Background: an optimization exercise with open tools, aiming at a short achievable clock period and few clock cycles. Do not read the settings as production practice. Function was checked by simulation only, so behaviour that the tests miss may differ from the original. Power figures rest on the tool's default switching activity, not on a simulated workload.

$ cat flow/run.sh
#!/bin/bash
# synth_recipe.tcl (not shown) runs the flow's synth.tcl, then flattens the netlist and writes it again
# the make line also repeats each setting of config.mk as NAME=value (left out here)
make -C /OpenROAD-flow-scripts/flow DESIGN_CONFIG=/design/flow/config.mk WORK_HOME=/design/flow/orfs CLKGATE_MAP_FILE= SYNTH_SCRIPT=/design/flow/synth_recipe.tcl finish
$ cat flow/constraint.sdc
create_clock -name core_clock -period 21.0 [get_ports {clk}]
set_input_delay 4.2000 -clock core_clock [delete_from_list [all_inputs] [get_ports {clk}]]
set_output_delay 4.2000 -clock core_clock [all_outputs]
set_load 0.01 [all_outputs]
$ cat flow/config.mk
export PLATFORM = sky130hd
export DESIGN_NAME = MIPS_Top
export DESIGN_NICKNAME = MIPS_Top
export VERILOG_FILES = /design/flow/design.v
export SDC_FILE = /design/flow/constraint.sdc
export NUM_CORES = 8
export LEC_CHECK = 0
export CAP_MARGIN = 20
export CORE_MARGIN = 2
export CORE_UTILIZATION = 30
export PLACE_DENSITY = 0.45
export SLEW_MARGIN = 20
$ cat flow/design.v
module ALU(
    input  [31:0] a,
    input  [31:0] b,
    input         cin,
    input         slt,
    output [31:0] result
    );
    wire [32:0] sum = {1'b0, a} + {1'b0, b} + {32'b0, cin};
    assign result = slt ? {31'b0, ~sum[32]} : sum[31:0];
endmodule
module CSA_Level #(parameter N = 3, parameter M = 2)(
    input  [32*N-1:0] in,
    output [32*M-1:0] out
    );
    localparam G = N / 3;
    genvar g;
    generate
        for (g = 0; g < G; g = g + 1) begin : grp
            wire [31:0] x = in[32*(3*g)   +: 32];
            wire [31:0] y = in[32*(3*g+1) +: 32];
            wire [31:0] z = in[32*(3*g+2) +: 32];
            wire [31:0] mj = (x & y) | (x & z) | (y & z);
            assign out[32*(2*g)   +: 32] = x ^ y ^ z;
            assign out[32*(2*g+1) +: 32] = {mj[30:0], 1'b0};
        end
        if (N % 3 != 0) begin : rest
            assign out[32*M-1 : 32*(2*G)] = in[32*N-1 : 32*(3*G)];
        end
    endgenerate
endmodule
module Mul_CSA(
    input  [31:0] a,
    input  [31:0] b,
    output [31:0] s,
    output [31:0] c
    );
    function integer nxt(input integer n);
        nxt = 2 * (n / 3) + (n % 3);
    endfunction
    localparam L0 = 32;
    localparam L1 = nxt(L0);
    localparam L2 = nxt(L1);
    localparam L3 = nxt(L2);
    localparam L4 = nxt(L3);
    localparam L5 = nxt(L4);
    localparam L6 = nxt(L5);
    localparam L7 = nxt(L6);
    localparam L8 = nxt(L7);
    wire [32*L0-1:0] r0;
    genvar i;
    generate
        for (i = 0; i < 32; i = i + 1) begin : pp
            wire [31:0] sh = a << i;
            assign r0[32*i +: 32] = b[i] ? sh : 32'b0;
        end
    endgenerate
    wire [32*L1-1:0] r1;
    wire [32*L2-1:0] r2;
    wire [32*L3-1:0] r3;
    wire [32*L4-1:0] r4;
    wire [32*L5-1:0] r5;
    wire [32*L6-1:0] r6;
    wire [32*L7-1:0] r7;
    wire [32*L8-1:0] r8;
    CSA_Level #(L0, L1) c1(r0, r1);
    CSA_Level #(L1, L2) c2(r1, r2);
    CSA_Level #(L2, L3) c3(r2, r3);
    CSA_Level #(L3, L4) c4(r3, r4);
    CSA_Level #(L4, L5) c5(r4, r5);
    CSA_Level #(L5, L6) c6(r5, r6);
    CSA_Level #(L6, L7) c7(r6, r7);
    CSA_Level #(L7, L8) c8(r7, r8);
    assign s = r8[31:0];
    assign c = r8[63:32];
endmodule
`timescale 1ns / 1ps
module Adder(
    input [31:0] A,
    input [31:0] B,
    output [31:0] C
    );
    assign C = A + B;
endmodule
module Control_Unit(
    input  [5:0] Opcode,
    output       is_r,
    output       is_addi,
    output       is_lw,
    output       is_sw,
    output       is_beq,
    output       is_j
    );
    assign is_r    = (Opcode == 6'h00);
    assign is_addi = (Opcode == 6'h08);
    assign is_lw   = (Opcode == 6'h23);
    assign is_sw   = (Opcode == 6'h2B);
    assign is_beq  = (Opcode == 6'h04);
    assign is_j    = (Opcode == 6'h02);
endmodule
module Data_Memory(
    input          clk,
    input          reset,
    input  [99:0]  sel,
    input          WE,
    input  [31:0]  WD,
    output [31:0]  RD,
    output [15:0]  test_value
    );
    reg [31:0] mem [0:99];
    wire [31:0] masked [0:99];
    genvar i;
    generate
        for (i = 0; i < 100; i = i + 1) begin : words
            always @(posedge clk, negedge reset) begin
                if (!reset)
                    mem[i] <= 32'b0;
                else if (WE && sel[i])
                    mem[i] <= WD;
            end
            assign masked[i] = sel[i] ? mem[i] : 32'b0;
        end
    endgenerate
    reg [31:0] rd_or;
    integer k;
    always @(*) begin
        rd_or = 32'b0;
        for (k = 0; k < 100; k = k + 1)
            rd_or = rd_or | masked[k];
    end
    assign RD = rd_or;
    assign test_value = mem[0][15:0];
endmodule
`timescale 1ns / 1ps
module Mux
    #(parameter bits_num = 32)(
    input [bits_num-1:0] in1,
    input [bits_num-1:0] in2,
    input sel,
    output [bits_num-1:0] out
    );
    assign out = (sel)?(in1):(in2);
endmodule
`timescale 1ns / 1ps
module Program_Counter(
    input clk,
    input reset,
    input [31:0] PC_in,
    output reg [31:0] PC_out
    );
    always @(posedge clk,negedge reset) begin
        if(!reset)
            PC_out <= 'b0;
        else
            PC_out <= PC_in;
    end
endmodule
module Reg_File(
    input         clk,
    input         reset,
    input  [4:0]  A1,
    input  [4:0]  A2,
    input         WEA,
    input  [4:0]  AA,
    input  [31:0] WDA,
    input         WEB,
    input  [4:0]  AB,
    input  [31:0] WDB,
    output [31:0] RD1,
    output [31:0] RD2
    );
    reg [31:0] r [0:31];
    genvar i;
    generate
        for (i = 0; i < 32; i = i + 1) begin : regs
            always @(posedge clk, negedge reset) begin
                if (!reset)
                    r[i] <= 32'b0;
                else if (WEA && AA == i)
                    r[i] <= WDA;
                else if (WEB && AB == i)
                    r[i] <= WDB;
            end
        end
    endgenerate
    assign RD1 = r[A1];
    assign RD2 = r[A2];
endmodule
`timescale 1ns / 1ps
module Shift_Left_Twice
    #(parameter bits_num = 32)(
    input [bits_num-1:0] in,
    output [bits_num-1:0] out
    );
    assign out = in<<2;
endmodule
`timescale 1ns / 1ps
module Sign_Extend(
    input [15:0] Instr,
    output [31:0] SignImm
    );
    assign SignImm = {{16{Instr[15]}},Instr[15:0]};
endmodule
module Datapath(
    input         clk,
    input         reset,
    input  [31:0] instr,
    output [31:0] pc,
    output        dmem_we,
    output [31:0] dmem_addr,
    output [31:0] dmem_wdata,
    output [15:0] test_value
    );
    reg  [31:2] pc_r;
    wire [31:2] pc4 = pc_r + 30'd1;
    wire f_r, f_addi, f_lw, f_sw, f_beq, f_j;
    Control_Unit cu(
        .Opcode(instr[31:26]),
        .is_r(f_r), .is_addi(f_addi), .is_lw(f_lw), .is_sw(f_sw),
        .is_beq(f_beq), .is_j(f_j)
    );
    wire [31:2] f_jt = {pc4[31:28], instr[25:0]};
    reg  [31:0] d_ir;
    reg  [31:2] d_pc4;
    reg         d_r, d_addi, d_lw, d_sw, d_beq;
    wire [4:0]  rs = d_ir[25:21];
    wire [4:0]  rt = d_ir[20:16];
    wire [4:0]  rd = d_ir[15:11];
    wire [5:0]  fn = d_ir[5:0];
    wire [31:0] imm;
    Sign_Extend se(.Instr(d_ir[15:0]), .SignImm(imm));
    wire d_mul = d_r & (fn == 6'h1C);
    wire d_sub = d_r & (fn == 6'h22);
    wire d_slt = d_r & (fn == 6'h2A);
    wire use_a = d_r | d_addi | d_lw | d_sw | d_beq;
    wire use_b = d_r | d_sw | d_beq;
    wire d_wr  = d_r | d_addi | d_lw;
    wire d_ldst = d_lw | d_sw;
    wire [4:0] d_dst = d_r ? rd : rt;
    reg         x_wa;       
    reg         x_mul;      
    reg  [4:0]  x_rd;
    reg  [31:0] x_a, x_b;
    reg         x_cin, x_slt, x_ld, x_st;
    reg  [99:0] x_sel;
    reg  [31:0] x_addr, x_wdata;
    reg         m_v;
    reg  [4:0]  m_rd;
    reg  [31:0] m_s, m_c;
    wire [31:0] m_res = m_s + m_c;
    wire [31:0] alu_res, ld_data;
    ALU alu(.a(x_a), .b(x_b), .cin(x_cin), .slt(x_slt), .result(alu_res));
    wire [31:0] x_res = x_ld ? ld_data : alu_res;
    wire [31:0] mul_s, mul_c;
    Mul_CSA mul(.a(x_a), .b(x_b), .s(mul_s), .c(mul_c));
    Data_Memory dm(
        .clk(clk), .reset(reset),
        .sel(x_sel), .WE(x_st), .WD(x_wdata),
        .RD(ld_data), .test_value(test_value)
    );
    wire [31:0] rf_a, rf_b;
    Reg_File rf(
        .clk(clk), .reset(reset),
        .A1(rs), .A2(rt),
        .WEA(x_wa), .AA(x_rd), .WDA(x_res),
        .WEB(m_v), .AB(m_rd), .WDB(m_res),
        .RD1(rf_a), .RD2(rf_b)
    );
    wire xa_hit = x_wa  & (x_rd == rs);
    wire xa_mul = x_mul & (x_rd == rs);
    wire ma_hit = m_v   & (m_rd == rs);
    wire xb_hit = x_wa  & (x_rd == rt);
    wire xb_mul = x_mul & (x_rd == rt);
    wire mb_hit = m_v   & (m_rd == rt);
    wire [31:0] a_val = xa_hit ? x_res : ma_hit ? m_res : rf_a;
    wire [31:0] b_val = xb_hit ? x_res : mb_hit ? m_res : rf_b;
    wire stall = (use_a & xa_mul) | (use_b & xb_mul) |
                 (d_ldst & (xa_hit | xa_mul | ma_hit));
    wire go = ~stall;
    wire [31:0] addr = rf_a + imm;
    wire        hi_zero = (addr[31:7] == 25'b0);
    wire [99:0] sel;
    genvar i;
    generate
        for (i = 0; i < 100; i = i + 1) begin : dec
            assign sel[i] = hi_zero & (addr[6:0] == i);
        end
    endgenerate
    wire        taken = d_beq & go & (a_val == b_val);
    wire [31:2] btgt = d_pc4 + imm[29:0];
    always @(posedge clk, negedge reset) begin
        if (!reset) begin
            pc_r  <= 30'b0;
            d_ir  <= 32'b0;
            d_pc4 <= 30'b0;
            d_r <= 1'b0; d_addi <= 1'b0; d_lw <= 1'b0; d_sw <= 1'b0; d_beq <= 1'b0;
        end else if (taken) begin
            pc_r <= btgt;
            d_r <= 1'b0; d_addi <= 1'b0; d_lw <= 1'b0; d_sw <= 1'b0; d_beq <= 1'b0;
        end else if (go) begin
            pc_r  <= f_j ? f_jt : pc4;
            d_ir  <= instr;
            d_pc4 <= pc4;
            d_r <= f_r; d_addi <= f_addi; d_lw <= f_lw; d_sw <= f_sw; d_beq <= f_beq;
        end
    end
    always @(posedge clk, negedge reset) begin
        if (!reset) begin
            x_wa <= 1'b0; x_mul <= 1'b0; x_rd <= 5'b0;
            x_a <= 32'b0; x_b <= 32'b0;
            x_cin <= 1'b0; x_slt <= 1'b0; x_ld <= 1'b0; x_st <= 1'b0;
            x_sel <= 100'b0; x_addr <= 32'b0; x_wdata <= 32'b0;
            m_v <= 1'b0; m_rd <= 5'b0; m_s <= 32'b0; m_c <= 32'b0;
        end else begin
            x_wa   <= go & d_wr & ~d_mul;
            x_mul  <= go & d_mul;
            x_st   <= go & d_sw;
            x_rd   <= d_dst;
            x_a    <= a_val;
            x_b    <= d_addi ? imm : (d_sub | d_slt) ? ~b_val : b_val;
            x_cin  <= d_sub | d_slt;
            x_slt  <= d_slt;
            x_ld   <= d_lw;
            x_sel  <= sel;
            x_addr <= addr;
            x_wdata <= b_val;
            m_v  <= x_mul;
            m_rd <= x_rd;
            m_s  <= mul_s;
            m_c  <= mul_c;
        end
    end
    assign pc         = {pc_r, 2'b00};
    assign dmem_we    = x_st;
    assign dmem_addr  = x_addr;
    assign dmem_wdata = x_wdata;
endmodule
module MIPS_Top(
    input clk,
    input reset,
    input [31:0] instr,
    output [31:0] pc,
    output dmem_we,
    output [31:0] dmem_addr,
    output [31:0] dmem_wdata,
    output [15:0] test_value
    );
    Datapath dp(
        .clk(clk),
        .reset(reset),
        .instr(instr),
        .pc(pc),
        .dmem_we(dmem_we),
        .dmem_addr(dmem_addr),
        .dmem_wdata(dmem_wdata),
        .test_value(test_value)
    );
endmodule
==> results of run 1 <==
-- cell families (layout without fill, tap and decap cells) --
family                     count (synthesis)  after routing  share of synthesized area, %
and+or+nand+nor                         4079           4079                          8.19
other                                      1            103                       0.00161
adders and majority gates                628            628                          4.73
DFF                                     4615           4615                          49.6
AOI/OAI and AO/OA                       4772           4772                          14.3
buffers and inverters                   2436           2352                          4.04
xor gates and xnor gates                 259            259                         0.975
muxes                                   3755           3755                          18.1
-- placed cells by master, fill, tap and decap left out, drive strengths merged, types with 82 or more instances in the layout --
master / count
clkdlybuf4s50: 143
nand3: 197
o21ai: 1000
a211oi: 222
nand2: 1627
mux2: 3450
buf: 772
a221oi: 559
nand4: 317
a21oi: 763
and2: 382
inv: 490
mux2i: 304
nor2: 907
a22oi: 1300
dfrtp: 4615
nor3: 122
ha: 210
clkbuf: 819
xnor2: 177
a22o: 550
xor2: 82
nor4: 206
diode: 101
fa: 418
clkinv: 103
-- area by class of cell --
class | count | area, µm² | area share, %
sequential | 4615 | 116000 | 43.4
clock inverter | 163 | 2260 | 0.848
timing repair buffer | 916 | 7590 | 2.84
multi-input combinational | 13500 | 110000 | 41.3
clock buffer | 818 | 16100 | 6.05
antenna | 101 | 253 | 0.0946
inverter | 455 | 1710 | 0.640
tap | 10200 | 12800 | 4.80
-- state kept, by name, summed over array words and instances, names as in the netlist, 5 cells and up --
signal / count
dp.dm.mem: 3200
dp.x_addr: 32
dp.m_s: 32
dp.x_b: 32
dp.d_pc4: 30
dp.x_sel: 100
dp.rf.r: 1024
dp.x_a: 32
dp.d_ir: 26
dp.m_rd: 5
dp.m_c: 23
dp.x_wdata: 32
dp.pc_r: 30
dp.x_rd: 5
-- per-layer routing --
metal  up-vias  wire length [µm]
met3      3986            175000
met5         -              1470
met1    106000            565000
met2     15000            568000
li1      73900                 -
met4        80             97400
-- per-stage QoR --
stage / power, W / hold slack [ns] / area [µm²] / std cells
after floorplan: 0.0102 / 0.352 / 233000 / 20500
after global placement: 0.0113 / 0.423 / 248000 / 29700
after detailed placement: 0.0113 / 0.433 / 248000 / 29700
after CTS: 0.0212 / 0.444 / 267000 / 30700
after global routing: 0.0217 / 0.469 / 267000 / 30700
final: 0.0212 / 0.449 / 267000 / 30800
-- cell usage after synthesis (15+ instances only) --
cell type,instances,area (µm²)
a22o_1,550,4820
and3_1,74,463
nor3b_1,16,120
a211oi_1,221,1660
or3_1,22,138
a2111oi_0,25,219
nor3_1,120,601
buf_2,82,410
o211ai_1,28,210
a31oi_1,32,200
xor2_1,82,718
a221o_1,16,160
mux2_2,3398,38300
and4_1,22,193
nor2_1,902,3390
o21a_1,23,173
a21oi_1,762,3810
dfrtp_1,4615,115000
a22oi_1,1300,9760
clkbuf_1,1334,5010
o31ai_1,17,128
fa_1,418,8370
or4_1,35,263
xnor2_1,177,1550
mux2_4,50,751
and2_1,380,2380
nand2b_1,37,231
a221oi_1,546,4780
mux2i_1,302,3020
nand3b_1,16,120
or2_2,16,100
nand4_1,317,1980
nand2_1,1626,6100
ha_1,210,2630
nor2b_1,37,231
o21bai_1,15,113
a21o_1,43,323
nand3_1,196,981
buf_1,527,1980
a222oi_1,50,500
o21ai_0,989,4950
inv_1,454,1700
nor4_1,206,1290
buf_4,31,233
-- where the power goes --
part | internal, W | switching, W | leakage [nW]
Clock | 0.00567 | 0.00435 | 9.06
Combinational | 0.000469 | 0.00137 | 53.2
Sequential | 0.00904 | 0.000305 | 63.8
-- final timing paths --
kind,start,endpoint,slack [ns],depth (start not counted)
worst min register to register,dp.x_mul,dp.m_v,0.45,0
worst max register to register,dp.d_ir[22],dp.x_sel[74],10.82,25
worst max-delay path,dp.d_ir[22],dp.x_sel[74],10.82,25
max in group asynchronous,reset,dp.dm.mem[99][0],13.66,6
min in group asynchronous,reset,dp.rf.r[30][22],2.93,1
worst min-delay path,dp.x_mul,dp.m_v,0.45,0
-- worst max-delay path, stage by stage, from the launching register on --
cell and delay (ns):
dfrtp_2 1.01, nand2b_1 0.78, nor2_4 0.85, buf_4 0.71, a22oi_1 0.25, nand4_1 0.13, nor3_1 0.07, a21oi_1 0.25
ha_1 0.26, fa_1 0.27, a21o_1 0.20, a21oi_1 0.14, o21bai_1 0.19, a211oi_1 0.15, nor3_1 0.60, o2111ai_1 0.28
a31oi_1 0.42, or4b_2 0.20, o311ai_0 0.18, nor3_1 0.25, nand4b_1 0.20, or4b_1 0.54, or4_1 0.42, or4_4 0.64
buf_4 0.48, nor4_1 0.38
==> results.yml, run 1 <==
grt:
  antenna_found_initial: 199
  grt-busiest-layer: "met2"
  grt_pass1_wl_mm: 1830
  grt_max_degree: 179
  grt_usage_pct: 34.6
  grtUsageMet1_pct: 46.6
  grt_use_met3_pct: 11.7
  gr-usage-met2_pct: 48.5
  first_global_vias: 184000
  overflow: 0
cts:
  cts_root_buf: "clkbuf_16"
  postCtsHoldBufs: 0
  cts.clk_slew.worst_paths_ns: 0.06
  cts_tree: "built"
  insertion_delay_ns: 1.20
  post_cts_resized: 0
  clk_path_buf_depth: 4
  postCtsSetupBuffers: 0
  htreeDepth: 6
  clkSinkCount: 4615
  cts_buffers: 550
detailed_routing:
  drt_iter0_drc: 33200
  vias_per_cell: 6.45
  ant_nets: 0
  first_pass_iters: 12
  vias: 199000
  wirelength_mm: 1410
  drcViolationCount: 0
  post_drt_wl_per_cell_um: 45.7
critical_path:
  cp-start-kind: "flip-flop"
  crit_type: "reg2reg"
  arrival_ns: 11.14
  crit_fanout: 84
  endpoint_kind: "flip-flop"
  critPathRequiredTime_ns: 21.97
sta:
  fin_ws_ns: 10.82
  tns_ns: 0
  max_slew.worst_pin.slew_ns: 1.33
  fin_crit_ns: 10.18
  clock_skew_ns: 0.124
  relSlewSlack_pct: 11.0
  fmax_mhz: 98.2
  hold_viol: 0
  min_period_over_period_pct: 48.5
  setup_viol_count_final: 0
  maxSlewViolCount: 0
  rsz0062_at_grt: "false"
synth:
  synth_flop_cell: "dfrtp_1"
  syn_area_mm2: 0.233
  synth_warnings: 5
  yosysSeqAreaShare_pct: 49.6
  yosys_register_bits: 4615
  async_flop_share_pct: 100
  synth_cells: 20500
  synth-edff-count: 0
  syn_area_per_cell_um2: 11.3
  ys_types: 107
place:
  io_buffers: 144
  pre_cts_ws_ns: 11.26
  routabilityCongestion: 1.02
  dp_hpwl_mm: 881
status:
  status: "complete, no violations"
floorplan:
  fp.dieH_um: 885
  start_util_pct: 30.1
  row_count: 323
  design.core.area_mm2: 0.773
  pin_count: 147
  die_area_mm2: 0.782
  die_x_um: 885
final_layout:
  utilization_pct: 34.5
  area_growth_pct: 14.8
  finalNetCount: 20700
  fillCellCount: 76800
  drive_above_1_share_pct: 27.4
pwr:
  powerDensity_mw_per_mm2: 79.4
  leakage_nw: 126
  ir_worst_vdd_v: 0.0000872
flow_run:
  cap_violations: 0
worst_hold_path:
  hold_class: "reg2reg"
Testbench counts, summed over its fixed seeds: cycles 63,852.
==> run 2, diff against run 1 <==
--- a/flow/design.v
+++ b/flow/design.v
@@ -6,6 +6,6 @@
     output [31:0] result
     );
-    wire [32:0] sum = {1'b0, a} + {1'b0, b} + {32'b0, cin};
-    assign result = slt ? {31'b0, ~sum[32]} : sum[31:0];
+    wire [33:0] sum = {1'b0, a, 1'b1} + {1'b0, b, cin};
+    assign result = slt ? {31'b0, ~sum[33]} : sum[32:1];
 endmodule
 module CSA_Level #(parameter N = 3, parameter M = 2)(
@@ -74,4 +74,41 @@
     assign c = r8[63:32];
 endmodule
+module Sum_Eq(
+    input  [31:0] a,
+    input  [31:0] b,
+    input         cin,
+    input  [31:0] k,
+    output        eq
+    );
+    wire [31:0] h = a ^ b;
+    wire [31:0] g = (a & b) | (h & ~k);
+    assign eq = ((h ^ k) == {g[30:0], cin});
+endmodule
+module Branch_Cmp(
+    input  [31:0] pa,
+    input  [31:0] pb,
+    input  [31:0] xa,
+    input  [31:0] xb,
+    input         xcin,
+    input         xslt,
+    input         xld,
+    input         slt_bit,
+    input  [31:0] ld,
+    input         fa,
+    input         fb,
+    output        eq
+    );
+    wire add_a, add_b;
+    Sum_Eq sa(.a(xa), .b(xb), .cin(xcin), .k(pa), .eq(add_a));
+    Sum_Eq sb(.a(xa), .b(xb), .cin(xcin), .k(pb), .eq(add_b));
+    wire slt_a = (pa[31:1] == 31'b0) & (pa[0] == slt_bit);
+    wire slt_b = (pb[31:1] == 31'b0) & (pb[0] == slt_bit);
+    wire ld_a  = (ld == pa);
+    wire ld_b  = (ld == pb);
+    wire x_a = xld ? ld_a : xslt ? slt_a : add_a;
+    wire x_b = xld ? ld_b : xslt ? slt_b : add_b;
+    wire ab  = (pa == pb);
+    assign eq = fa ? (fb | x_b) : (fb ? x_a : ab);
+endmodule
 `timescale 1ns / 1ps
 module Adder(
@@ -101,12 +138,12 @@
     input          clk,
     input          reset,
-    input  [99:0]  sel,
+    input  [99:0]  wsel,
     input          WE,
     input  [31:0]  WD,
+    input  [99:0]  rsel,
     output [31:0]  RD,
     output [15:0]  test_value
     );
     reg [31:0] mem [0:99];
-    wire [31:0] masked [0:99];
     genvar i;
     generate
@@ -115,8 +152,7 @@
                 if (!reset)
                     mem[i] <= 32'b0;
-                else if (WE && sel[i])
+                else if (WE && wsel[i])
                     mem[i] <= WD;
             end
-            assign masked[i] = sel[i] ? mem[i] : 32'b0;
         end
     endgenerate
@@ -126,5 +162,5 @@
         rd_or = 32'b0;
         for (k = 0; k < 100; k = k + 1)
-            rd_or = rd_or | masked[k];
+            rd_or = rd_or | ({32{rsel[k]}} & mem[k]);
     end
     assign RD = rd_or;
@@ -158,6 +194,6 @@
     input         clk,
     input         reset,
-    input  [4:0]  A1,
-    input  [4:0]  A2,
+    input  [31:0] S1,
+    input  [31:0] S2,
     input         WEA,
     input  [4:0]  AA,
@@ -183,6 +219,16 @@
         end
     endgenerate
-    assign RD1 = r[A1];
-    assign RD2 = r[A2];
+    reg [31:0] rd1, rd2;
+    integer k;
+    always @(*) begin
+        rd1 = 32'b0;
+        rd2 = 32'b0;
+        for (k = 0; k < 32; k = k + 1) begin
+            rd1 = rd1 | ({32{S1[k]}} & r[k]);
+            rd2 = rd2 | ({32{S2[k]}} & r[k]);
+        end
+    end
+    assign RD1 = rd1;
+    assign RD2 = rd2;
 endmodule
 `timescale 1ns / 1ps
@@ -220,6 +266,26 @@
     );
     wire [31:2] f_jt = {pc4[31:28], instr[25:0]};
+    localparam NF = 2;
+    reg  [NF-1:0] fv;
+    reg  [31:2]   fkey [0:NF-1];
+    reg  [31:2]   ftgt [0:NF-1];
+    reg           fptr;
+    reg  [31:2]   prev_pc;     
+    reg           prev_seq;    
+    reg  [31:2]   fold_tgt;
+    reg           fold_hit;
+    integer fk;
+    always @(*) begin
+        fold_hit = 1'b0;
+        fold_tgt = 30'b0;
+        for (fk = 0; fk < NF; fk = fk + 1)
+            if (fv[fk] && fkey[fk] == pc_r) begin
+                fold_hit = 1'b1;
+                fold_tgt = fold_tgt | ftgt[fk];
+            end
+    end
     reg  [31:0] d_ir;
     reg  [31:2] d_pc4;
+    reg  [31:0] d_rs_oh, d_rt_oh;    
     reg         d_r, d_addi, d_lw, d_sw, d_beq;
     wire [4:0]  rs = d_ir[25:21];
@@ -242,6 +308,8 @@
     reg  [31:0] x_a, x_b;
     reg         x_cin, x_slt, x_ld, x_st;
-    reg  [99:0] x_sel;
-    reg  [31:0] x_addr, x_wdata;
+    reg  [99:0] x_sel;      
+    reg  [31:0] x_addr, x_wdata;    
+    reg  [99:0] x_wen;      
+    reg  [31:0] x_mwd;      
     reg         m_v;
     reg  [4:0]  m_rd;
@@ -255,11 +323,11 @@
     Data_Memory dm(
         .clk(clk), .reset(reset),
-        .sel(x_sel), .WE(x_st), .WD(x_wdata),
-        .RD(ld_data), .test_value(test_value)
+        .wsel(x_wen), .WE(1'b1), .WD(x_mwd),
+        .rsel(x_sel), .RD(ld_data), .test_value(test_value)
     );
     wire [31:0] rf_a, rf_b;
     Reg_File rf(
         .clk(clk), .reset(reset),
-        .A1(rs), .A2(rt),
+        .S1(d_rs_oh), .S2(d_rt_oh),
         .WEA(x_wa), .AA(x_rd), .WDA(x_res),
         .WEB(m_v), .AB(m_rd), .WDB(m_res),
@@ -272,37 +340,83 @@
     wire xb_mul = x_mul & (x_rd == rt);
     wire mb_hit = m_v   & (m_rd == rt);
-    wire [31:0] a_val = xa_hit ? x_res : ma_hit ? m_res : rf_a;
-    wire [31:0] b_val = xb_hit ? x_res : mb_hit ? m_res : rf_b;
+    wire [31:0] pa = ma_hit ? m_res : rf_a;
+    wire [31:0] pb = mb_hit ? m_res : rf_b;
+    wire [31:0] a_val = xa_hit ? x_res : pa;
+    wire [31:0] b_val = xb_hit ? x_res : pb;
     wire stall = (use_a & xa_mul) | (use_b & xb_mul) |
                  (d_ldst & (xa_hit | xa_mul | ma_hit));
     wire go = ~stall;
     wire [31:0] addr = rf_a + imm;
-    wire        hi_zero = (addr[31:7] == 25'b0);
+    wire [7:0]  lo = {1'b0, rf_a[6:0]} + {1'b0, imm[6:0]};
+    wire [31:7] hx = rf_a[31:7] ^ imm[31:7];
+    wire [31:7] hc = {rf_a[30:7] | imm[30:7], lo[7]};
+    wire        hi_zero = (hx == hc);
     wire [99:0] sel;
     genvar i;
     generate
         for (i = 0; i < 100; i = i + 1) begin : dec
-            assign sel[i] = hi_zero & (addr[6:0] == i);
+            assign sel[i] = hi_zero & (lo[6:0] == i);
         end
     endgenerate
-    wire        taken = d_beq & go & (a_val == b_val);
+    wire eq;
+    Branch_Cmp bc(
+        .pa(pa), .pb(pb),
+        .xa(x_a), .xb(x_b), .xcin(x_cin), .xslt(x_slt), .xld(x_ld),
+        .slt_bit(alu_res[0]), .ld(ld_data),
+        .fa(xa_hit), .fb(xb_hit), .eq(eq)
+    );
+    wire        taken = d_beq & go & eq;
     wire [31:2] btgt = d_pc4 + imm[29:0];
     always @(posedge clk, negedge reset) begin
+        if (!reset)
+            pc_r <= 30'b0;
+        else
+            pc_r <= taken ? btgt : go ? (f_j ? f_jt : fold_hit ? fold_tgt : pc4) : pc_r;
+    end
+    always @(posedge clk, negedge reset) begin
         if (!reset) begin
-            pc_r  <= 30'b0;
-            d_ir  <= 32'b0;
-            d_pc4 <= 30'b0;
             d_r <= 1'b0; d_addi <= 1'b0; d_lw <= 1'b0; d_sw <= 1'b0; d_beq <= 1'b0;
         end else if (taken) begin
-            pc_r <= btgt;
             d_r <= 1'b0; d_addi <= 1'b0; d_lw <= 1'b0; d_sw <= 1'b0; d_beq <= 1'b0;
         end else if (go) begin
-            pc_r  <= f_j ? f_jt : pc4;
+            d_r <= f_r; d_addi <= f_addi; d_lw <= f_lw; d_sw <= f_sw; d_beq <= f_beq;
+        end
+    end
+    integer fr;
+    always @(posedge clk, negedge reset) begin
+        if (!reset) begin
+            d_ir  <= 32'b0;
+            d_pc4 <= 30'b0;
+            d_rs_oh <= 32'b0; d_rt_oh <= 32'b0;
+            fv <= {NF{1'b0}};
+            fptr <= 0;
+            prev_pc <= 30'b0;
+            for (fr = 0; fr < NF; fr = fr + 1) begin
+                fkey[fr] <= 30'b0;
+                ftgt[fr] <= 30'b0;
+            end
+        end else if (go) begin
             d_ir  <= instr;
             d_pc4 <= pc4;
-            d_r <= f_r; d_addi <= f_addi; d_lw <= f_lw; d_sw <= f_sw; d_beq <= f_beq;
+            d_rs_oh <= 32'b1 << instr[25:21];
+            d_rt_oh <= 32'b1 << instr[20:16];
+            prev_pc <= pc_r;
+            if (f_j && prev_seq) begin
+                fv[fptr]   <= 1'b1;
+                fkey[fptr] <= prev_pc;
+                ftgt[fptr] <= f_jt;
+                fptr <= ~fptr;
+            end
         end
     end
     always @(posedge clk, negedge reset) begin
+        if (!reset)
+            prev_seq <= 1'b0;
+        else if (taken)
+            prev_seq <= 1'b0;
+        else if (go)
+            prev_seq <= ~f_j & ~fold_hit;
+    end
+    always @(posedge clk, negedge reset) begin
         if (!reset) begin
             x_wa <= 1'b0; x_mul <= 1'b0; x_rd <= 5'b0;
@@ -310,4 +424,5 @@
             x_cin <= 1'b0; x_slt <= 1'b0; x_ld <= 1'b0; x_st <= 1'b0;
             x_sel <= 100'b0; x_addr <= 32'b0; x_wdata <= 32'b0;
+            x_wen <= 100'b0; x_mwd <= 32'b0;
             m_v <= 1'b0; m_rd <= 5'b0; m_s <= 32'b0; m_c <= 32'b0;
         end else begin
@@ -324,4 +439,7 @@
             x_addr <= addr;
             x_wdata <= b_val;
+            x_wen  <= {100{go & d_sw}} & sel;
+            if (go & d_sw)
+                x_mwd <= b_val;
             m_v  <= x_mul;
             m_rd <= x_rd;
==> flow/flow/run.sh (new file) <==
#!/bin/bash
# The standard layout (the standard.sh, unchanged synthesis), with the
# timing repair steps asked to leave a setup margin, so that they keep
# working on the paths after the design's period is met.
set -euo pipefail
bash standard.sh SETUP_SLACK_MARGIN=15.5 finish > standard.log 2>&1
==> flow/standard.sh (new file) <==
#!/bin/bash
# synth_recipe.tcl (not shown) runs the flow's synth.tcl, then flattens the netlist and writes it again
# the make line also repeats each setting of config.mk as NAME=value (left out here)
make -C /OpenROAD-flow-scripts/flow DESIGN_CONFIG=/design/flow/config.mk WORK_HOME=/design/flow/orfs CLKGATE_MAP_FILE= SYNTH_SCRIPT=/design/flow/synth_recipe.tcl "${@:-finish}"
--- a/flow/config.mk
+++ b/flow/config.mk
@@ -8,5 +8,5 @@
 export CAP_MARGIN = 20
 export CORE_MARGIN = 2
-export CORE_UTILIZATION = 30
-export PLACE_DENSITY = 0.45
+export CORE_UTILIZATION = 45
+export PLACE_DENSITY = 0.55
 export SLEW_MARGIN = 20
removed: flow/run.sh
==> results.yml, run 2 <==
pwr:
  leakage_nw: 130
  power_switching_w: 0.00610
  powerDensity_mw_per_mm2: 79.6
  swShare_pct: 27.2
  seqPwrFrac_pct: 45.0
  design_power_total_w: 0.0224
  p_clk_share_pct: 45.6
  ir_worst_vdd_v: 0.0000942
  p_int_w: 0.0163
  p_comb_share_pct: 9.5
critical_path:
  reg2reg_depth: 19
  crit_fanout: 16
  crit_type: "reg2reg"
  rrSetupSlack_ns: 14.49
  endpoint_kind: "flip-flop"
  cp-start-kind: "flip-flop"
  critPathRequiredTime_ns: 22.05
  arrival_ns: 7.56
synth:
  synth_top_area_share_pct: 50.5
  synth.most_common_cell: "dfrtp_1"
  synth_top_area_cell: "dfrtp_1"
  syn_area_per_cell_um2: 11.4
  yosysSeqAreaShare_pct: 50.5
  synth_warnings: 7
  synth_cells: 21500
  synth-edff-count: 0
  async_flop_share_pct: 100
  ys_types: 90
  synthTopCellsByArea: "dfrtp_1 (51%), mux2_2 (15%), a22oi_1 (4.2%), fa_1 (3.9%), clkbuf_1 (2.6%)"
  synth_commonest_cells: "dfrtp_1 (4965), mux2_2 (3378), clkbuf_1 (1720)"
  syn_area_mm2: 0.246
  yosys_register_bits: 4965
  synth_flop_cell: "dfrtp_1"
place:
  routabilityCongestion: 1.03
  pre_cts_ws_ns: 12.40
  io_buffers: 144
  dp_hpwl_mm: 805
floorplan:
  pin_count: 147
  fp.dieH_um: 743
  start_util_pct: 45.1
  die_x_um: 743
  row_count: 271
  die_area_mm2: 0.552
  design.core.area_mm2: 0.545
sta:
  max_slew.worst_pin.slew_ns: 1.42
  fin_ws_ns: 14.49
  maxSlewViolCount: 0
  tns_ns: 0
  fmax_mhz: 154
  clock_skew_ns: 0.127
  rsz0062_at_grt: "true"
  hold_viol: 0
  fin_crit_ns: 6.51
  relSlewSlack_pct: 5.42
  min_period_over_period_pct: 31.0
  setup_viol_count_final: 0
cts:
  cts_root_buf: "clkbuf_16"
  insertion_delay_ns: 1.20
  cts_tree: "built"
  cts_buffers: 565
  clkSinkCount: 4965
  cts.clk_slew.worst_paths_ns: 0.07
  htreeDepth: 6
  clk_path_buf_depth: 4
detailed_routing:
  wl_met3_mm: 210
  drt_iter0_drc: 40200
  vias: 215000
  first_pass_iters: 14
  ant_nets: 0
  drcViolationCount: 0
  post_drt_wl_per_cell_um: 47.0
  wl_met1_mm: 471
  vias_per_cell: 7.40
  wl_met2_mm: 541
  top_layer: "met5"
  wirelength_mm: 1370
grt:
  antenna_found_initial: 174
  grt_pass1_wl_mm: 1800
  first_global_vias: 196000
  grt_max_degree: 178
  grt_usage_pct: 48.2
  overflow: 0
final_layout:
  top_register: "dp.dm.mem"
  area_growth_pct: 14.4
  fillCellCount: 48100
  finalNetCount: 21900
  largest_reg_flops: 3200
  drive_above_1_share_pct: 28.9
  final_common_cell: "dfrtp_1"
  final_cell_mix: "dfrtp_1 (4588), mux2_2 (3293), nor2_1 (1426), a22oi_1 (1385), nand2_1 (1304)"
  reg.largest.list: "dp.dm.mem (3200), dp.rf.r (1024)"
  utilization_pct: 51.7
worst_hold_path:
  min_path_cells: 0
  hold_class: "reg2reg"
flow_run:
  cap_violations: 0
status:
  status: "complete, no violations"
run 2: final cells by class:
cell class	instances	area, µm²	share of cell area, %
inverters	552	2270	0.808
flip-flops and latches	4965	125000	44.6
diodes	182	455	0.162
multi-input cells	13900	114000	40.6
clock buffers	848	16700	5.93
clock inverters	149	1900	0.675
well taps	7234	9050	3.22
repair buffers	1212	11500	4.08
run 2: per-layer routing:
layer  track usage (%)  vias to the layer above
met3              22.7                     7062
met4              39.3                       90
li1                  -                    77300
met1              58.2                   109000
met2              64.9                    21100
met5              1.69                        -
run 2: final timing paths:
kind,endpoint,startpoint
max reg2reg,dp.pc_r[24],dp.x_sel[21]
max,dp.pc_r[24],dp.x_sel[21]
max in group asynchronous,dp.dm.mem[79][10],reset
min reg2reg,dp.m_v,dp.x_mul
min,dp.m_v,dp.x_mul
min in group asynchronous,dp.rf.r[15][12],reset
run 2: through the flow:
step	cell area, µm²	hold WS (ns)	instances
detailed placement	256000	0.476	27500
global placement	256000	0.470	27500
global route	281000	0.504	28900
CTS	279000	0.489	28700
finish	281000	0.487	29000
floorplan	246000	0.352	21500
run 2: timing repair:
item | 4_1_cts | 5_1_grt
resized for setup | 986 | 286
setup endpoints to repair | 2714 | 1348
pin swaps | 58 | 83
gates cloned | 19 | 6
buffers inserted | 188 | 113
hold buffers | 0 | 0
run 2: power by group through the flow:
stage / sequential [W] / combinational (W) / clock, W
after floorplan: 0.0101 / 0.00101 / 0
after global placement: 0.0103 / 0.00180 / 0
after detailed placement: 0.0103 / 0.00180 / 0
after CTS: 0.0101 / 0.00200 / 0.0101
after global routing: 0.0101 / 0.00221 / 0.0106
final: 0.0101 / 0.00212 / 0.0102
run 2: critical path, stage by stage, from the launching register on:
cell and delay, ns:
dfrtp_4 0.61, buf_4 0.33, buf_4 0.37, a221oi_1 0.87, nand4_1 0.28, or4_1 0.63, nor4_4 0.37, buf_12 0.21
xor2_1 0.17, nand4_1 0.10, nor4_1 0.47, o2111ai_1 0.20, nor4_1 0.42, nand4_1 0.21, a31oi_4 0.22, buf_12 0.22
buf_12 0.13, buf_16 0.12, nor3_2 0.05, a221o_1 0.30
run 2: logic make-up (layout without fill, tap and decap cells):
family          Yosys count  in the layout  synth area share, %
fa+ha+maj               713            713                 5.09
flops                  4965           4965                 50.5
buf+inv                2683           2761                 4.16
simple gates           3910           3913                 7.08
xor+xnor                484            484                 1.72
compound gates         4924           4925                 14.0
mux                    3845           3845                 17.4
other cells               1            184              0.00153
Testbench counts of run 2, summed over its fixed seeds: cycles 60,988.
==> run 3, diff against run 2 <==
--- a/flow/design.v
+++ b/flow/design.v
@@ -92,7 +92,5 @@
     input         xcin,
     input         xslt,
-    input         xld,
     input         slt_bit,
-    input  [31:0] ld,
     input         fa,
     input         fb,
@@ -104,8 +102,6 @@
     wire slt_a = (pa[31:1] == 31'b0) & (pa[0] == slt_bit);
     wire slt_b = (pb[31:1] == 31'b0) & (pb[0] == slt_bit);
-    wire ld_a  = (ld == pa);
-    wire ld_b  = (ld == pb);
-    wire x_a = xld ? ld_a : xslt ? slt_a : add_a;
-    wire x_b = xld ? ld_b : xslt ? slt_b : add_b;
+    wire x_a = xslt ? slt_a : add_a;
+    wire x_b = xslt ? slt_b : add_b;
     wire ab  = (pa == pb);
     assign eq = fa ? (fb | x_b) : (fb ? x_a : ab);
@@ -119,4 +115,16 @@
     assign C = A + B;
 endmodule
+module Branch_Target(
+    input  [31:2] pc4,
+    input  [15:0] imm,
+    output [31:2] tgt
+    );
+    wire [16:0] lo = {1'b0, pc4[17:2]} + {1'b0, imm};
+    wire [31:18] hi    = pc4[31:18];
+    wire [31:18] hi_p1 = pc4[31:18] + 14'd1;
+    wire [31:18] hi_m1 = pc4[31:18] - 14'd1;
+    assign tgt[17:2]  = lo[15:0];
+    assign tgt[31:18] = imm[15] ? (lo[16] ? hi : hi_m1) : (lo[16] ? hi_p1 : hi);
+endmodule
 module Control_Unit(
     input  [5:0] Opcode,
@@ -142,6 +150,6 @@
     input  [31:0]  WD,
     input  [99:0]  rsel,
-    output [31:0]  RD,
-    output [15:0]  test_value
+    input  [99:0]  rseln,
+    output [31:0]  RD
     );
     reg [31:0] mem [0:99];
@@ -162,8 +170,7 @@
         rd_or = 32'b0;
         for (k = 0; k < 100; k = k + 1)
-            rd_or = rd_or | ({32{rsel[k]}} & mem[k]);
+            rd_or = rd_or | ({{16{~rseln[k]}}, {16{rsel[k]}}} & mem[k]);
     end
     assign RD = rd_or;
-    assign test_value = mem[0][15:0];
 endmodule
 `timescale 1ns / 1ps
@@ -196,4 +203,6 @@
     input  [31:0] S1,
     input  [31:0] S2,
+    input  [31:0] N1,
+    input  [31:0] N2,
     input         WEA,
     input  [4:0]  AA,
@@ -225,6 +234,6 @@
         rd2 = 32'b0;
         for (k = 0; k < 32; k = k + 1) begin
-            rd1 = rd1 | ({32{S1[k]}} & r[k]);
-            rd2 = rd2 | ({32{S2[k]}} & r[k]);
+            rd1 = rd1 | ({{16{~N1[k]}}, {16{S1[k]}}} & r[k]);
+            rd2 = rd2 | ({{16{~N2[k]}}, {16{S2[k]}}} & r[k]);
         end
     end
@@ -266,4 +275,9 @@
     );
     wire [31:2] f_jt = {pc4[31:28], instr[25:0]};
+    wire        f_same = f_beq & (instr[25:21] == instr[20:16]);
+    wire [31:2] f_bt;
+    Branch_Target ft(.pc4(pc4), .imm(instr[15:0]), .tgt(f_bt));
+    wire        f_jmp  = f_j | f_same;
+    wire [31:2] f_tgt  = f_j ? f_jt : f_bt;
     localparam NF = 2;
     reg  [NF-1:0] fv;
@@ -288,4 +302,5 @@
     reg  [31:2] d_pc4;
     reg  [31:0] d_rs_oh, d_rt_oh;    
+    reg  [31:0] d_rs_on, d_rt_on;    
     reg         d_r, d_addi, d_lw, d_sw, d_beq;
     wire [4:0]  rs = d_ir[25:21];
@@ -307,7 +322,12 @@
     reg  [4:0]  x_rd;
     reg  [31:0] x_a, x_b;
+    reg  [31:0] x_ma, x_mb;     
     reg         x_cin, x_slt, x_ld, x_st;
     reg  [99:0] x_sel;      
+    reg  [99:0] x_seln;     
     reg  [31:0] x_addr, x_wdata;    
+    reg         w_st;
+    reg  [31:0] w_addr, w_wdata;
+    reg  [15:0] x_tv, tv;
     reg  [99:0] x_wen;      
     reg  [31:0] x_mwd;      
@@ -320,14 +340,14 @@
     wire [31:0] x_res = x_ld ? ld_data : alu_res;
     wire [31:0] mul_s, mul_c;
-    Mul_CSA mul(.a(x_a), .b(x_b), .s(mul_s), .c(mul_c));
+    Mul_CSA mul(.a(x_ma), .b(x_mb), .s(mul_s), .c(mul_c));
     Data_Memory dm(
         .clk(clk), .reset(reset),
         .wsel(x_wen), .WE(1'b1), .WD(x_mwd),
-        .rsel(x_sel), .RD(ld_data), .test_value(test_value)
+        .rsel(x_sel), .rseln(x_seln), .RD(ld_data)
     );
     wire [31:0] rf_a, rf_b;
     Reg_File rf(
         .clk(clk), .reset(reset),
-        .S1(d_rs_oh), .S2(d_rt_oh),
+        .S1(d_rs_oh), .S2(d_rt_oh), .N1(d_rs_on), .N2(d_rt_on),
         .WEA(x_wa), .AA(x_rd), .WDA(x_res),
         .WEB(m_v), .AB(m_rd), .WDB(m_res),
@@ -345,5 +365,7 @@
     wire [31:0] b_val = xb_hit ? x_res : pb;
     wire stall = (use_a & xa_mul) | (use_b & xb_mul) |
-                 (d_ldst & (xa_hit | xa_mul | ma_hit));
+                 (d_ldst & (xa_hit | xa_mul | ma_hit)) |
+                 (d_beq & ((ma_hit & ~xa_hit) | (mb_hit & ~xb_hit))) |
+                 (d_beq & x_ld & (xa_hit | xb_hit));
     wire go = ~stall;
     wire [31:0] addr = rf_a + imm;
@@ -361,16 +383,19 @@
     wire eq;
     Branch_Cmp bc(
-        .pa(pa), .pb(pb),
-        .xa(x_a), .xb(x_b), .xcin(x_cin), .xslt(x_slt), .xld(x_ld),
-        .slt_bit(alu_res[0]), .ld(ld_data),
+        .pa(rf_a), .pb(rf_b),
+        .xa(x_a), .xb(x_b), .xcin(x_cin), .xslt(x_slt),
+        .slt_bit(alu_res[0]),
         .fa(xa_hit), .fb(xb_hit), .eq(eq)
     );
     wire        taken = d_beq & go & eq;
     wire [31:2] btgt = d_pc4 + imm[29:0];
+    wire [31:2] pc_seq = go ? (f_jmp ? f_tgt : fold_hit ? fold_tgt : pc4) : pc_r;
+    wire [31:2] pc_next;
+    Mux #(.bits_num(30)) pc_mux(.in1(btgt), .in2(pc_seq), .sel(taken), .out(pc_next));
     always @(posedge clk, negedge reset) begin
         if (!reset)
             pc_r <= 30'b0;
         else
-            pc_r <= taken ? btgt : go ? (f_j ? f_jt : fold_hit ? fold_tgt : pc4) : pc_r;
+            pc_r <= pc_next;
     end
     always @(posedge clk, negedge reset) begin
@@ -380,7 +405,11 @@
             d_r <= 1'b0; d_addi <= 1'b0; d_lw <= 1'b0; d_sw <= 1'b0; d_beq <= 1'b0;
         end else if (go) begin
-            d_r <= f_r; d_addi <= f_addi; d_lw <= f_lw; d_sw <= f_sw; d_beq <= f_beq;
+            d_r <= f_r; d_addi <= f_addi; d_lw <= f_lw; d_sw <= f_sw; d_beq <= f_beq & ~f_same;
         end
     end
+    reg         learn;
+    reg         d_j;
+    reg  [31:2] pp_pc;
+    wire [31:2] d_jt = {d_pc4[31:28], d_ir[25:0]};
     integer fr;
     always @(posedge clk, negedge reset) begin
@@ -389,11 +418,8 @@
             d_pc4 <= 30'b0;
             d_rs_oh <= 32'b0; d_rt_oh <= 32'b0;
-            fv <= {NF{1'b0}};
-            fptr <= 0;
+            d_rs_on <= 32'b0; d_rt_on <= 32'b0;
+            d_j <= 1'b0;
             prev_pc <= 30'b0;
-            for (fr = 0; fr < NF; fr = fr + 1) begin
-                fkey[fr] <= 30'b0;
-                ftgt[fr] <= 30'b0;
-            end
+            pp_pc <= 30'b0;
         end else if (go) begin
             d_ir  <= instr;
@@ -401,9 +427,26 @@
             d_rs_oh <= 32'b1 << instr[25:21];
             d_rt_oh <= 32'b1 << instr[20:16];
+            d_rs_on <= ~(32'b1 << instr[25:21]);
+            d_rt_on <= ~(32'b1 << instr[20:16]);
+            d_j <= f_j;
             prev_pc <= pc_r;
-            if (f_j && prev_seq) begin
+            pp_pc <= prev_pc;
+        end
+    end
+    always @(posedge clk, negedge reset) begin
+        if (!reset) begin
+            learn <= 1'b0;
+            fv <= {NF{1'b0}};
+            fptr <= 0;
+            for (fr = 0; fr < NF; fr = fr + 1) begin
+                fkey[fr] <= 30'b0;
+                ftgt[fr] <= 30'b0;
+            end
+        end else begin
+            learn <= go & f_jmp & prev_seq;
+            if (learn) begin
                 fv[fptr]   <= 1'b1;
-                fkey[fptr] <= prev_pc;
-                ftgt[fptr] <= f_jt;
+                fkey[fptr] <= pp_pc;
+                ftgt[fptr] <= d_j ? d_jt : btgt;
                 fptr <= ~fptr;
             end
@@ -416,5 +459,5 @@
             prev_seq <= 1'b0;
         else if (go)
-            prev_seq <= ~f_j & ~fold_hit;
+            prev_seq <= ~f_jmp & ~fold_hit;
     end
     always @(posedge clk, negedge reset) begin
@@ -422,6 +465,8 @@
             x_wa <= 1'b0; x_mul <= 1'b0; x_rd <= 5'b0;
             x_a <= 32'b0; x_b <= 32'b0;
+            x_ma <= 32'b0; x_mb <= 32'b0;
             x_cin <= 1'b0; x_slt <= 1'b0; x_ld <= 1'b0; x_st <= 1'b0;
-            x_sel <= 100'b0; x_addr <= 32'b0; x_wdata <= 32'b0;
+            x_sel <= 100'b0; x_seln <= {100{1'b1}};
+            x_addr <= 32'b0; x_wdata <= 32'b0;
             x_wen <= 100'b0; x_mwd <= 32'b0;
             m_v <= 1'b0; m_rd <= 5'b0; m_s <= 32'b0; m_c <= 32'b0;
@@ -432,4 +477,8 @@
             x_rd   <= d_dst;
             x_a    <= a_val;
+            if (go & d_mul) begin
+                x_ma <= a_val;
+                x_mb <= b_val;
+            end
             x_b    <= d_addi ? imm : (d_sub | d_slt) ? ~b_val : b_val;
             x_cin  <= d_sub | d_slt;
@@ -437,4 +486,5 @@
             x_ld   <= d_lw;
             x_sel  <= sel;
+            x_seln <= ~sel;
             x_addr <= addr;
             x_wdata <= b_val;
@@ -449,7 +499,21 @@
     end
     assign pc         = {pc_r, 2'b00};
-    assign dmem_we    = x_st;
-    assign dmem_addr  = x_addr;
-    assign dmem_wdata = x_wdata;
+    always @(posedge clk, negedge reset) begin
+        if (!reset) begin
+            w_st <= 1'b0; w_addr <= 32'b0; w_wdata <= 32'b0;
+            x_tv <= 16'b0; tv <= 16'b0;
+        end else begin
+            w_st    <= x_st;
+            if (x_wen[0])
+                x_tv <= x_mwd[15:0];
+            tv      <= x_tv;
+            w_addr  <= x_addr;
+            w_wdata <= x_wdata;
+        end
+    end
+    assign dmem_we    = w_st;
+    assign dmem_addr  = w_addr;
+    assign dmem_wdata = w_wdata;
+    assign test_value = tv;
 endmodule
 module MIPS_Top(
--- a/flow/config.mk
+++ b/flow/config.mk
@@ -11,2 +11,3 @@
 export PLACE_DENSITY = 0.55
 export SLEW_MARGIN = 20
+export SYNTH_HIERARCHICAL = 1
==> results.yml, run 3 <==
pwr:
  powerDensity_mw_per_mm2: 100
  design_power_total_w: 0.0312
  ir_worst_vdd_v: 0.000442
  leakage_nw: 150
synth:
  synth-compound-area-share_pct: 11.7
  synthXorXnorAreaFrac_pct: 1.46
  synth_top_area_cell: "dfrtp_1"
  syn_area_per_cell_um2: 11.0
  muxShareOfSynthArea_pct: 14.0
  synth_cells: 24900
  synth_warnings: 13
  yosys_register_bits: 5331
  synth_top_family_by_area: "multiplexers"
  synth_commonest_cells: "dfrtp_1 (5231), mux2_2 (3313), nand2_1 (3056)"
  synthTopCellsByArea: "dfrtp_1 (48%), mux2_2 (14%), fa_1 (7.2%), nand2_1 (4.2%), a22oi_1 (3.4%)"
  ys_types: 117
  synth-edff-count: 0
  synth_flop_cell: "dfrtp_1"
  synthSimpleGateAreaFrac_pct: 11.2
  synth_top_area_share_pct: 47.5
  synth.most_common_cell: "dfrtp_1"
  syn_area_mm2: 0.275
  yosysSeqAreaShare_pct: 48.5
  async_flop_share_pct: 100
  synthAdderAreaFrac_pct: 8.00
worst_hold_path:
  hold_class: "reg2reg"
  min_path_cells: 0
critical_path:
  cp_num_buf_inv: 1
  crit_type: "reg2out"
  cpMaxStageDelayCell: "dfrtp_4"
  critPathRequiredTime_ns: 16.80
  reg2reg_depth: 8
  crit_family: "flip-flops"
  arrival_ns: 1.81
  cp_cell_sequence: "buf_6"
  crit_fanout: 2
  cp_num_cells: 1
  endpoint_kind: "primary output"
  cp-start-kind: "flip-flop"
  cp_slowest_stage_delay_ns: 0.53
floorplan:
  pin_count: 147
  start_util_pct: 45.1
  die_area_mm2: 0.618
  design.core.area_mm2: 0.610
  die_x_um: 786
  row_count: 287
  fp.dieH_um: 786
sta:
  max_slew.worst_pin.slew_ns: 1.34
  tns_ns: 0
  fin_crit_ns: 6.01
  rsz0062_at_grt: "true"
  maxSlewViolCount: 0
  setup_viol_count_final: 0
  min_period_over_period_pct: 28.6
  relSlewSlack_pct: 10.7
  fmax_mhz: 166
  hold_viol: 0
  clock_skew_ns: 0.0749
  fin_hold_ws_ns: 0.344
final_layout:
  finalNetCount: 26000
  largest_reg_flops: 3200
  utilization_pct: 51.1
  reg.largest.list: "dp.dm.mem (3200), dp.rf.r (1024)"
  area_growth_pct: 13.2
  top_register: "dp.dm.mem"
  drive_above_1_share_pct: 24.9
  final_cell_mix: "dfrtp_1 (5080), mux2_2 (3307), nand2_1 (2890), nor2_1 (1367), a22oi_1 (1230)"
  final_common_cell: "dfrtp_1"
detailed_routing:
  ant_nets: 0
  vias: 229000
  post_drt_wl_per_cell_um: 40.9
  first_pass_iters: 22
  drcViolationCount: 0
  vias_per_cell: 6.83
  drt_iter0_drc: 37200
  wirelength_mm: 1370
cts:
  clk_path_buf_depth: 4
  cts.clk_slew.worst_paths_ns: 0.06
  postCtsHoldBufs: 0
  cts_root_buf: "clkbuf_16"
  cts_tree: "built"
  htreeDepth: 6
  clkSinkCount: 5331
  cts_buffers: 593
  insertion_delay_ns: 1.20
grt:
  grt_usage_pct: 43.4
  overflow: 0
  first_global_vias: 214000
  antenna_found_initial: 195
  grt_pass1_wl_mm: 1850
  grt_max_degree: 159
flow_run:
  cap_violations: 0
place:
  io_buffers: 144
  routabilityCongestion: 0.997
  dp_hpwl_mm: 852
status:
  status: "complete, no violations"
[run 3: cell count changes after synthesis, sizes merged, moves of 467 or more]
| cell | previous run | this run |
|---|---|---|
| nand2 | 1364 | 3057 |
| a31oi | 22 | 1057 |
| a21oi | 845 | 266 |
| o21ai | 875 | 343 |
| and2 | 21 | 543 |
| fa | 479 | 997 |
| o22ai | 18 | 517 |
| buf | 411 | 878 |
[run 3: final timing paths]
path / startpoint / endpoint / slack [ns]
max in group asynchronous: reset / dp.rf.r[26][16] / 15.61
max: dp.pc_r[2] / pc[2] / 14.99
min: dp.x_wdata[26] / dp.w_wdata[26] / 0.34
max reg2reg: dp.x_sel[33] / dp.x_ma[2] / 15.07
min reg2reg: dp.x_wdata[26] / dp.w_wdata[26] / 0.34
min in group asynchronous: reset / dp.dm.mem[68][26] / 2.99
[run 3: routing by layer]
metal  GRT usage, %  wire (µm)  vias to the layer above  share of wire (%)
li1               -          -                    86900                  -
met1           57.5     518000                   118000                 38
met2           58.1     537000                    18500                 39
met3           19.0     204000                     5188                 15
met4           26.3     110000                      123                8.0
met5          0.877       1670                        -               0.12
[run 3: power breakdown]
group	total, W	switching [W]	internal, W
logic	0.00916	0.00616	0.00299
registers	0.0112	0.000413	0.0108
clock network	0.0108	0.00466	0.00616
[run 3: kinds of logic after synthesis]
logic type	Yosys count
AOI/OAI and AO/OA	4531
xor gates and xnor gates	408
adders and majority gates	1163
buffers and inverters	3394
DFF	5331
muxes	3412
other	11
and+or+nand+nor	6680
[run 3: per-stage QoR]
| step | cells | setup slack (ns) | cell area, µm² |
|---|---|---|---|
| 3_3_place_gp | 32000 | 12.19 | 286000 |
| 3_5_place_dp | 32000 | 12.16 | 286000 |
| 2_1_floorplan | 25400 | 14.38 | 277000 |
| 5_1_grt | 33400 | 14.98 | 311000 |
| 4_1_cts | 33200 | 14.97 | 308000 |
| 6_report | 33500 | 14.99 | 312000 |
[run 3: area by class of cell]
type	instances	area, µm²
diodes	151	378
clock buffers	889	17400
clock inverters	169	2210
fillers	54500	299000
inverters	917	3460
multi-input cells	16700	132000
flip-flops and latches	5331	134000
well taps	8092	10100
repair buffers	1254	11600
[run 3: per-module statistics from Yosys, one instance, submodules excluded, a selection]
module / flip-flops and latches / cell area [µm²] / copies in the design / cells
ALU: 0 / 2280 / 1 / 352
Branch_Cmp: 0 / 549 / 1 / 76
Branch_Target: 0 / 1280 / 1 / 180
Control_Unit: 0 / 71.3 / 1 / 10
Data_Memory: 3200 / 138000 / 1 / 9779
Datapath: 1107 / 46800 / 1 / 4429
Mul_CSA: 0 / 3710 / 1 / 607
Reg_File: 1024 / 58600 / 1 / 7964
Sign_Extend: 0 / 240 / 1 / 32
Sum_Eq: 0 / 1110 / 2 / 107
[run 3: repair_timing]
action                     4_1_cts  5_1_grt
cloned                          18        6
setup endpoints to repair     4424     2288
pin swaps                       69       43
buffers inserted               111      177
gates resized for setup        975      260
Testbench counts of run 3, summed over its fixed seeds: cycles 60,689.
==> run 4, diff against run 3 <==
--- a/flow/design.v
+++ b/flow/design.v
@@ -143,4 +143,15 @@
     assign is_j    = (Opcode == 6'h02);
 endmodule
+module Early_Beq(
+    input  beq,
+    input  za,
+    input  zb,
+    input  da,
+    input  db,
+    input  dz,
+    output taken
+    );
+    assign taken = beq & ((za & zb) | (dz & ((da & zb) | (db & za))));
+endmodule
 module Data_Memory(
     input          clk,
@@ -212,20 +223,29 @@
     input  [31:0] WDB,
     output [31:0] RD1,
-    output [31:0] RD2
+    output [31:0] RD2,
+    output [31:0] NZ
     );
     reg [31:0] r [0:31];
+    reg [31:0] nz;
+    wire nza = |WDA;
+    wire nzb = |WDB;
     genvar i;
     generate
         for (i = 0; i < 32; i = i + 1) begin : regs
             always @(posedge clk, negedge reset) begin
-                if (!reset)
-                    r[i] <= 32'b0;
-                else if (WEA && AA == i)
-                    r[i] <= WDA;
-                else if (WEB && AB == i)
-                    r[i] <= WDB;
+                if (!reset) begin
+                    r[i]  <= 32'b0;
+                    nz[i] <= 1'b0;
+                end else if (WEA && AA == i) begin
+                    r[i]  <= WDA;
+                    nz[i] <= nza;
+                end else if (WEB && AB == i) begin
+                    r[i]  <= WDB;
+                    nz[i] <= nzb;
+                end
             end
         end
     endgenerate
+    assign NZ = nz;
     reg [31:0] rd1, rd2;
     integer k;
@@ -278,5 +298,4 @@
     wire [31:2] f_bt;
     Branch_Target ft(.pc4(pc4), .imm(instr[15:0]), .tgt(f_bt));
-    wire        f_jmp  = f_j | f_same;
     wire [31:2] f_tgt  = f_j ? f_jt : f_bt;
     localparam NF = 2;
@@ -346,5 +365,5 @@
         .rsel(x_sel), .rseln(x_seln), .RD(ld_data)
     );
-    wire [31:0] rf_a, rf_b;
+    wire [31:0] rf_a, rf_b, nz;
     Reg_File rf(
         .clk(clk), .reset(reset),
@@ -352,5 +371,5 @@
         .WEA(x_wa), .AA(x_rd), .WDA(x_res),
         .WEB(m_v), .AB(m_rd), .WDB(m_res),
-        .RD1(rf_a), .RD2(rf_b)
+        .RD1(rf_a), .RD2(rf_b), .NZ(nz)
     );
     wire xa_hit = x_wa  & (x_rd == rs);
@@ -390,7 +409,23 @@
     wire        taken = d_beq & go & eq;
     wire [31:2] btgt = d_pc4 + imm[29:0];
-    wire [31:2] pc_seq = go ? (f_jmp ? f_tgt : fold_hit ? fold_tgt : pc4) : pc_r;
-    wire [31:2] pc_next;
-    Mux #(.bits_num(30)) pc_mux(.in1(btgt), .in2(pc_seq), .sel(taken), .out(pc_next));
+    wire [4:0] frs = instr[25:21];
+    wire [4:0] frt = instr[20:16];
+    wire d_known = (d_addi | (d_r & ~d_mul)) & ~xa_hit & ~ma_hit &
+                   ~(d_r & (xb_hit | mb_hit));
+    wire z_add;
+    Sum_Eq zsum(.a(rf_a), .b(d_addi ? imm : rf_b), .cin(1'b0), .k(32'b0), .eq(z_add));
+    wire d_zero  = d_sub ? (rf_a == rf_b) : d_slt ? ~(rf_a < rf_b) : z_add;
+    wire dz      = d_known & d_zero;
+    wire [31:0] d_wv  = {32{d_wr}} & (32'b1 << d_dst);
+    wire [31:0] xm_wv = ({32{x_wa | x_mul}} & (32'b1 << x_rd)) | ({32{m_v}} & (32'b1 << m_rd));
+    wire [31:0] z0    = ~d_wv & ~xm_wv & ~nz;
+    wire f_early;
+    Early_Beq eb(.beq(f_beq), .za(z0[frs]), .zb(z0[frt]), .da(d_wv[frs]), .db(d_wv[frt]),
+                 .dz(dz), .taken(f_early));
+    wire f_jmp   = f_j | f_same | f_early;
+    wire [31:2] pc_a = go ? (f_j ? f_jt : fold_hit ? fold_tgt : pc4) : pc_r;
+    wire [31:2] pc_b, pc_next;
+    Mux #(.bits_num(30)) pc_mux_e(.in1(f_bt), .in2(pc_a), .sel(go & (f_same | f_early)), .out(pc_b));
+    Mux #(.bits_num(30)) pc_mux(.in1(btgt), .in2(pc_b), .sel(taken), .out(pc_next));
     always @(posedge clk, negedge reset) begin
         if (!reset)
@@ -405,5 +440,5 @@
             d_r <= 1'b0; d_addi <= 1'b0; d_lw <= 1'b0; d_sw <= 1'b0; d_beq <= 1'b0;
         end else if (go) begin
-            d_r <= f_r; d_addi <= f_addi; d_lw <= f_lw; d_sw <= f_sw; d_beq <= f_beq & ~f_same;
+            d_r <= f_r; d_addi <= f_addi; d_lw <= f_lw; d_sw <= f_sw; d_beq <= f_beq & ~f_same & ~f_early;
         end
     end
@@ -444,5 +479,5 @@
             end
         end else begin
-            learn <= go & f_jmp & prev_seq;
+            learn <= go & (f_j | f_same) & prev_seq;
             if (learn) begin
                 fv[fptr]   <= 1'b1;
==> results.yml, run 4 <==
detailed_routing:
  drt_iter0_drc: 33700
  top_layer: "met5"
  wirelength_mm: 1340
  post_drt_wl_per_cell_um: 40.1
  drcViolationCount: 0
  wl_met1_mm: 524
  ant_nets: 0
  first_pass_iters: 9
  wl_met3_mm: 176
  wl_met2_mm: 537
  vias: 222000
  vias_per_cell: 6.67
synth:
  synth-edff-count: 0
  synth_top_area_share_pct: 46.6
  synth_cells: 24600
  synthAdderAreaFrac_pct: 8.15
  ys_types: 116
  async_flop_share_pct: 100
  synthXorXnorAreaFrac_pct: 1.57
  syn_area_per_cell_um2: 11.5
  synth-compound-area-share_pct: 12.0
  synth_flop_cell: "dfrtp_1"
  synth.most_common_cell: "dfrtp_1"
  synthTopCellsByArea: "dfrtp_1 (47%), mux2_2 (13%), fa_1 (7.3%), mux2i_1 (3.3%), a22oi_1 (3.0%)"
  yosysSeqAreaShare_pct: 47.5
  synthSimpleGateAreaFrac_pct: 8.62
  yosys_register_bits: 5363
  syn_area_mm2: 0.283
  synth_top_family_by_area: "multiplexers"
  synth_top_area_cell: "dfrtp_1"
  synth_commonest_cells: "dfrtp_1 (5263), mux2_2 (3356), clkbuf_1 (1566)"
  muxShareOfSynthArea_pct: 17.2
  synth_warnings: 13
floorplan:
  fp.dieH_um: 797
  pin_count: 147
  start_util_pct: 45.1
  die_area_mm2: 0.635
  row_count: 291
  die_x_um: 797
  design.core.area_mm2: 0.627
sta:
  fin_crit_ns: 6.10
  maxSlewViolCount: 0
  fmax_mhz: 164
  min_period_over_period_pct: 29.1
  fin_hold_ws_ns: 0.344
  setup_viol_count_final: 0
  rsz0062_at_grt: "true"
  relSlewSlack_pct: 9.98
  hold_viol: 0
  clock_skew_ns: 0.107
  tns_ns: 0
  max_slew.worst_pin.slew_ns: 1.35
final_layout:
  top_register: "dp.dm.mem"
  drive_above_1_share_pct: 25.0
  finalNetCount: 25700
  final_common_cell: "dfrtp_1"
  largest_reg_flops: 3200
  reg.largest.list: "dp.dm.mem (3200), dp.rf.r (1024)"
  design_area_mm2: 0.318
  final_cell_mix: "dfrtp_1 (5148), mux2_2 (3350), nand2_1 (1335), a22oi_1 (1128), a21oi_1 (1127)"
  area_growth_pct: 12.5
cts:
  insertion_delay_ns: 1.22
  cts_root_buf: "clkbuf_16"
  postCtsHoldBufs: 0
  cts_tree: "built"
  cts.clk_slew.worst_paths_ns: 0.06
  htreeDepth: 6
  clkSinkCount: 5363
  clk_path_buf_depth: 4
  cts_buffers: 599
grt:
  overflow: 0
  grt_pass1_wl_mm: 1820
  antenna_found_initial: 129
  grt_max_degree: 176
  grt_usage_pct: 41.2
  first_global_vias: 213000
place:
  routabilityCongestion: 0.968
  io_buffers: 144
  placed_cell_area_mm2: 0.294
  dp_hpwl_mm: 830
pwr:
  ir_worst_vdd_v: 0.000379
  leakage_nw: 155
  powerDensity_mw_per_mm2: 99.0
status:
  status: "complete, no violations"
critical_path:
  crit_type: "reg2reg"
  arrival_ns: 7.13
  rrSetupSlack_ns: 14.90
  crit_fanout: 9
  endpoint_kind: "flip-flop"
  cp-start-kind: "flip-flop"
  critPathRequiredTime_ns: 22.02
flow_run:
  cap_violations: 0
worst_hold_path:
  hold_class: "reg2reg"
run 4: cell families (layout without fill, tap and decap cells):
kind of cell | after synthesis | after routing
other | 11 | 652
buffers and inverters | 3306 | 3012
AO/OA/AOI/OAI | 5002 | 5002
flip-flops | 5363 | 5363
AND/OR/NAND/NOR | 4880 | 4880
multiplexers | 4389 | 4389
adder cells (fa/ha/maj) | 1226 | 1226
XOR/XNOR | 457 | 457
run 4: Yosys stat by module (local to each module, per instance), a selection:
| module | copies in the design | cell area, µm² | flip-flops and latches | cells inside |
|---|---|---|---|---|
| Mul_CSA | 1 | 3710 | 0 | 607 |
| Branch_Target | 1 | 1280 | 0 | 180 |
| Sign_Extend | 1 | 240 | 0 | 32 |
| Branch_Cmp | 1 | 549 | 0 | 76 |
| Data_Memory | 1 | 138000 | 3200 | 9779 |
| Sum_Eq | 3 | 1110 | 0 | 107 |
| Reg_File | 1 | 62100 | 1056 | 7276 |
| Early_Beq | 1 | 20.0 | 0 | 4 |
| Datapath | 1 | 49100 | 1107 | 4677 |
| Control_Unit | 1 | 71.3 | 0 | 10 |
| ALU | 1 | 2280 | 0 | 352 |
run 4: metal layers:
layer,vias up,global-route usage [%]
li1,86300,-
met1,116000,55.5
met2,15700,56.6
met3,4247,15.2
met4,62,24.4
met5,-,0.287
run 4: final timing paths:
kind	from	to	cells after the start
max	dp.d_rt_oh[10]	dp.pc_r[15]	21
min	dp.x_wdata[0]	dp.w_wdata[0]	0
max reg2reg	dp.d_rt_oh[10]	dp.pc_r[15]	21
min reg2reg	dp.x_wdata[0]	dp.w_wdata[0]	0
max in group asynchronous	reset	dp.rf.r[19][18]	5
min in group asynchronous	reset	dp.dm.mem[81][8]	1
run 4: area by class of cell:
cell class	count	area (µm²)
Clock buffer	895	17700
Sequential cell	5363	135000
Multi-Input combinational cell	16500	139000
Clock inverter	187	2460
Timing Repair Buffer	1123	10400
Antenna cell	90	225
Tap cell	8350	10400
Inverter	807	3060
Fill cell	55900	309000
run 4: critical path: stages (launching register included):
cell and delay (ns):
dfrtp_1 0.72, buf_4 0.40, a22oi_1 0.21, nand3_1 0.10, or4_4 0.67, inv_1 0.13, o21ai_0 0.13, fa_1 0.51
xnor2_1 0.18, nor4_1 0.32, nand4_1 0.21, nor4_2 0.33, o211ai_1 0.19, a211oi_4 0.28, buf_12 0.19, a21oi_2 0.06
o21ai_2 0.20, o21a_4 0.23, buf_12 0.15, buf_16 0.15, mux2_4 0.31, mux2_4 0.26
run 4: what timing repair did:
item	in CTS	in global routing
setup buffers	90	34
gates cloned	25	5
pin swaps	41	40
gates resized for setup	896	159
setup endpoints to repair	3452	1805
run 4: power by group:
group | total [W] | internal [W] | switching (W)
registers | 0.0111 | 0.0108 | 0.000302
clock network | 0.0110 | 0.00629 | 0.00472
logic | 0.00935 | 0.00316 | 0.00619
total | 0.0315 | 0.0203 | 0.0112
run 4: through the flow:
step | util (%) | power (W) | worst slack (ns) | std cells
after floorplan | - | 0.0167 | 14.19 | 25200
after global placement | 46.9 | 0.0200 | 12.20 | 32000
after detailed placement | 46.9 | 0.0200 | 12.22 | 32000
after CTS | 50.5 | 0.0311 | 14.95 | 33200
after global routing | 50.7 | 0.0327 | 14.97 | 33300
final | 50.8 | 0.0315 | 14.90 | 33300
Testbench counts of run 4, summed over its fixed seeds: cycles 58,670.
